This is an optimization exercise on Yosys and OpenROAD, whose aim is small area, not a production implementation.
Function was checked by simulation only, so behaviour that the tests miss may differ from the original.

== red ==
==> flow/design.v <==
module reaction_game(
    input  wire clk,
    input  wire start_btn,
    input  wire resp_btn,
    input  wire reset_btn,
    output reg  [7:0] leds,
    output reg  [6:0] seg,
    output reg        dp,
    output reg  [7:0] an,
    output wire       piezo,
    output wire lcd_rs,
    output wire lcd_rw,
    output reg  lcd_e,
    output wire [7:0] lcd_data,
    output wire fc_r,
    output wire fc_g,
    output wire fc_b
);
reg [15:0] scan;
always @(posedge clk) begin
    if (reset_btn) scan <= 16'hFFFF;
    else           scan <= scan + 1'b1;
end
wire ms_tick = &scan[2:0];
localparam S_IDLE=3'd0, S_WAIT=3'd1, S_SIGNAL=3'd2, S_CAPTURE=3'd3, S_RESULT=3'd4, S_FALSE=3'd5;
reg [2:0] state, next_state;
reg       chg;          
wire st_idle   = (state == S_IDLE);
wire st_wait   = (state == S_WAIT);
wire st_signal = (state == S_SIGNAL);
wire st_result = (state == S_RESULT);
wire st_false  = (state == S_FALSE);
reg [3:0] d0, d1, d2, d3, d4;
reg       hi;
wire m500  = (d3 != 0) | (d2 >= 5);                        
wire fast  = ~hi & (d4 == 0) & (d3 == 0);                  
wire le1k  = fast | (~hi & (d4 == 0) & (d3 == 1) & (d2 == 0) & (d1 == 0) & (d0 == 0));
localparam [15:0] INJ = 16'h544F;    
reg [15:0] lfsr;
reg [4:0]  inj;                      
wire       inj_on = ~inj[4];
wire       lfsr_init = reset_btn | (st_idle & ~start_btn);
always @(posedge clk) begin
    if (lfsr_init) lfsr <= 16'hACE1;
    else lfsr <= {lfsr[14:0], st_idle ? 1'b1 : inj_on ? INJ[inj[3:0]] : (lfsr[15]^lfsr[13]^lfsr[12]^lfsr[10])};
    if (st_idle) inj <= 5'd1;
    else if (inj_on) inj <= inj + 1'b1;
end
always @(*) begin
    next_state = state;
    case (state)
        S_IDLE:    if (start_btn) next_state = S_WAIT;
        S_WAIT:    if (resp_btn) next_state = S_FALSE; else if (wait_done) next_state = S_SIGNAL;
        S_SIGNAL:  if (resp_btn) next_state = S_CAPTURE;
        S_CAPTURE: next_state = S_RESULT;
        S_RESULT:  if (start_btn) next_state = S_IDLE;
        S_FALSE:   if (d3[1]) next_state = S_IDLE;
        default:   next_state = state;
    endcase
end
always @(posedge clk) begin
    if (reset_btn) begin state <= S_IDLE; chg <= 1'b1; end
    else begin state <= next_state; chg <= (next_state != state); end
end
wire cnt_clr = st_idle | (st_wait & (resp_btn | wait_done)) | (st_false & d3[1]);
wire cnt_inc = ms_tick & (st_wait | st_false | (st_signal & ~chg));
wire c0 = cnt_inc & (d0 == 9);
wire c1 = c0 & (d1 == 9);
wire c2 = c1 & (d2 == 9);
wire c3 = c2 & (d3 == 9);
wire c4 = c3 & (d4 == 9);
always @(posedge clk) begin
    if (reset_btn | cnt_clr) begin
        d0 <= 0; d1 <= 0; d2 <= 0; d3 <= 0; d4 <= 0; hi <= 0;
    end else begin
        if (cnt_inc) d0 <= c0 ? 4'd0 : d0 + 1'b1;
        if (c0) d1 <= c1 ? 4'd0 : d1 + 1'b1;
        if (c1) d2 <= c2 ? 4'd0 : d2 + 1'b1;
        if (c2) d3 <= c3 ? 4'd0 : d3 + 1'b1;
        if (c3) d4 <= c4 ? 4'd0 : d4 + 1'b1;
        if (c4) hi <= 1'b1;
    end
end
reg        play;
reg        p_out;
assign piezo = p_out;
localparam [13:0] MEL_K0  = 14'd10135;
localparam [13:0] MEL_END = 14'h3FFF;
reg  [13:0] m_cnt;
wire [11:0] r2    = {m_cnt[10:0] & {11{~st_idle}}, lfsr[15]};
wire [12:0] r2sub = {1'b0, r2} - 13'd1501;
wire        wait_done = m500 & (m_cnt[10:0] == 0);
wire        mel_end = (m_cnt == MEL_END);
always @(posedge clk) begin
    if (st_idle | inj_on)                       m_cnt <= {3'b0, r2sub[12] ? r2[10:0] : r2sub[10:0]};
    else if (st_result & chg)                   m_cnt <= MEL_K0;
    else if (play & ms_tick & (m_cnt[13:3] == 0)) m_cnt <= MEL_END;
    else                                        m_cnt <= m_cnt - {13'b0, play | (ms_tick & m500)};
end
always @(posedge clk) begin
    if (reset_btn) play <= 1'b0;
    else play <= st_result & (chg | (play & ~mel_end));
end
always @(posedge clk) begin
    if (reset_btn) p_out <= 0;
    else p_out <= play & ~mel_end & fast & (p_out | (m_cnt == MEL_K0 - 14'd4800));
end
assign fc_r = 1'b0;
assign fc_g = 1'b0;
assign fc_b = 1'b0;
wire [1:0] wstep = d1[1:0] + {d2[0], 1'b0} + (d0 != 0);
always @(*) begin
    case (state)
        S_IDLE:              leds = 8'b00000001;
        S_WAIT:              leds = 8'b1 << wstep;
        S_SIGNAL, S_CAPTURE: leds = 8'hFF;
        S_RESULT:            leds = le1k ? 8'h0F : 8'hF0;
        S_FALSE:             leds = d2[0] ? 8'h00 : 8'hFF;
        default:             leds = 8'b1;
    endcase
end
wire [2:0] digit_sel = (lcd_data[7:5] == 0) ? 3'd0 : scan[15:13];
wire       blank = st_wait | st_false;
reg  [3:0] digit;
always @(*) begin
    an = 8'hFF;
    case (digit_sel)
        0: begin an[0] = 0; digit = d4; end
        1: begin an[1] = 0; digit = d3; end
        2: begin an[2] = 0; digit = d2; end
        3: begin an[3] = 0; digit = d1; end
        default: digit = 4'hF;
    endcase
    if (blank & ~digit_sel[2]) digit = 4'd0;
end
function [6:0] map(input [3:0] v);
    case (v)
        0: map = 7'b0111111;
        1: map = 7'b0000110;
        2: map = 7'b1011011;
        3: map = 7'b1001111;
        4: map = 7'b1100110;
        5: map = 7'b1101101;
        6: map = 7'b1111101;
        7: map = 7'b0000111;
        8: map = 7'b1111111;
        9: map = 7'b1101111;
        default: map = 7'b0000000;
    endcase
endfunction
always @(*) begin
    seg = map(digit);
    dp = (digit_sel == 1);
end
function [7:0] lcd_char(input [2:0] s, input f, input [2:0] i);
    reg [47:0] m;
    begin
        case (s)
            S_IDLE:   m = "START ";
            S_WAIT:   m = "WAIT  ";
            S_SIGNAL: m = "GO!!  ";
            S_RESULT: m = f ? "GOOD!!" : "AGAIN ";
            S_FALSE:  m = "FALSE ";
            default:  m = "GO!!  ";    
        endcase
        case (i)
            1: lcd_char = m[47:40];
            2: lcd_char = m[39:32];
            3: lcd_char = m[31:24];
            4: lcd_char = m[23:16];
            5: lcd_char = m[15:8];
            6: lcd_char = m[7:0];
            default: lcd_char = 8'h80;
        endcase
    end
endfunction
reg [2:0] lcd_idx;
reg [6:0] lcd_q;        
wire [7:0] lcd_w = lcd_char(state, fast, lcd_idx);
reg [2:0] lcd_st;
always @(posedge clk) begin
    if (reset_btn) begin
        lcd_idx <= 0;
        lcd_st <= 0;
    end else if (chg) begin
        lcd_idx <= 0;
        lcd_st <= (lcd_st == 2 || lcd_st == 6) ? 3'd6 : 3'd0;
    end else begin
        case (lcd_st)
            3'd0, 3'd6: lcd_st <= 3'd1;
            3'd1, 3'd2: lcd_st <= lcd_st + 1'b1;
            3'd3, 3'd4: if (ms_tick) lcd_st <= lcd_st + 1'b1;
            default: if (ms_tick) begin
                if (lcd_idx == 6) lcd_st <= 3'd3;
                else begin lcd_st <= 0; lcd_idx <= lcd_idx + 1'b1; end
            end
        endcase
    end
end
always @(*) lcd_e = (lcd_st == 2) | (lcd_st == 6);
always @(posedge clk) begin
    if (reset_btn) lcd_q <= 0;
    else if (~chg & (lcd_st == 0 || lcd_st == 6)) lcd_q <= {lcd_w[7], lcd_w[5:0]};
end
assign lcd_data = {lcd_q[6], ~lcd_q[6] & ~lcd_q[5] & (lcd_q[4:0] != 0), lcd_q[5:0]};
assign lcd_rs = lcd_data[6] | lcd_data[5];
assign lcd_rw = 1'b0;
endmodule
==> flow/config.mk <==
export PLATFORM = sky130hd
export DESIGN_NAME = reaction_game
export DESIGN_NICKNAME = reaction_game
export VERILOG_FILES = /design/flow/design.v
export SDC_FILE = /design/flow/constraint.sdc
export NUM_CORES = 4
export LEC_CHECK = 0
export CAP_MARGIN = 20
export CORE_MARGIN = 2
export CORE_UTILIZATION = 85
export CTS_BUF_LIST = sky130_fd_sc_hd__clkbuf_8
export SLEW_MARGIN = 20
==> flow/constraint.sdc <==
create_clock -name core_clock -period 45.0 [get_ports {clk}]
set_input_delay 9.0000 -clock core_clock [delete_from_list [all_inputs] [get_ports {clk}]]
set_output_delay 9.0000 -clock core_clock [all_outputs]
set_load 0.01 [all_outputs]
standard.sh (not shown) runs the stock make flow with config.mk's settings and CLKGATE_MAP_FILE= SYNTH_SCRIPT=/design/flow/synth_recipe.tcl, a recipe that flattens the netlist after the stock synthesis.
==> flow/flow/run.sh <==
#!/bin/bash
# The standard layout (standard.sh), with three changes:
#  - synthesis maps with an area-oriented ABC script (flow/area.abc) and
#    leaves adders to ABC instead of fixed half/full-adder cells;
#  - port buffers are the smallest buffer, buf_1.
# Registers are inferred exactly as in the standard synthesis.
set -euo pipefail
HERE=$(pwd)
export MY_ABC_SCRIPT=$HERE/flow/area.abc
export ADDER_MAP_FILE=
export ABC_AREA=1
export BUFFER_PORTS_ARGS="-buffer_cell sky130_fd_sc_hd__buf_1"
sed -e "s#SYNTH_SCRIPT=[^ ]*synth_recipe.tcl#SYNTH_SCRIPT=$HERE/flow/my_synth.tcl#" standard.sh > my_standard.sh
grep -q "flow/my_synth.tcl" my_standard.sh
bash my_standard.sh > flow.log 2>&1
cp orfs/logs/sky130hd/reaction_game/base/*.log . 2>/dev/null || true
==> flow/flow/area.abc <==
strash
dc2
balance; rewrite; refactor; balance; rewrite; rewrite -z; balance; refactor -z; rewrite -z; balance
&get -n
&deepsyn -T 60
&put
dch -f
amap
topo
==> flow/flow/my_synth.tcl <==
# synth_recipe.tcl, with ORFS's ABC script replaced by flow/area.abc
proc synth {args} { yosys synth -nofsm -noshare {*}$args }
proc abc {args} {
  set i [lsearch -exact $args -script]
  if {$i >= 0} { lset args [expr {$i+1}] $::env(MY_ABC_SCRIPT) }
  yosys abc {*}$args
}
source $::env(SCRIPTS_DIR)/synth.tcl
# left out here: clear keep_hierarchy, flatten, clean up, hide names made inside functions, write 1_2_yosys.v
Status: red FAILED at 3_1_place_gp_skip_io (tool error)
Setup changes, red to blue
Settings: CORE_UTILIZATION changed from 85 to 70.
Results
blue: full flow OK, the timing, DRC and antenna checks passed. Comparing red against blue, there is no change at all in synthesized area. blue ends up with a overall die height that is 9.7% higher than in red. Summary: with red as the reference, die boundary width in blue moved up by a little under 10%.

[re-timing with driven ports]
How much do the figures lean on ideal ports? The routed layout below was timed once more, with nothing changed but the port constraints. Step 1 sets driving cells, clkbuf_16 on the clock port and buf_2 on the other inputs (assumed; they add their load-dependent delay and slew). Step 2 moves the port delays by t, midway between the first and last clock arrival at a register: inputs arrive t later, outputs are due t later. That takes back most of the time a late clock gives input paths. a / b / c = no drivers / after step 1 / after step 2; a / b = the first two.
run: blue
shift t [ns]: 0.387
slack for setup (ns): 32.572 / 32.541 / 32.928
hold WS [ns]: 0.399 / 0.399 / 0.399
worst setup path after step 2: register to output
worst slew at a driven data input, ns: 0.03
After both steps setup and hold are still met in blue. The setup slack of blue moves by -0.031 ns with the drivers and by +0.356 ns with both steps.
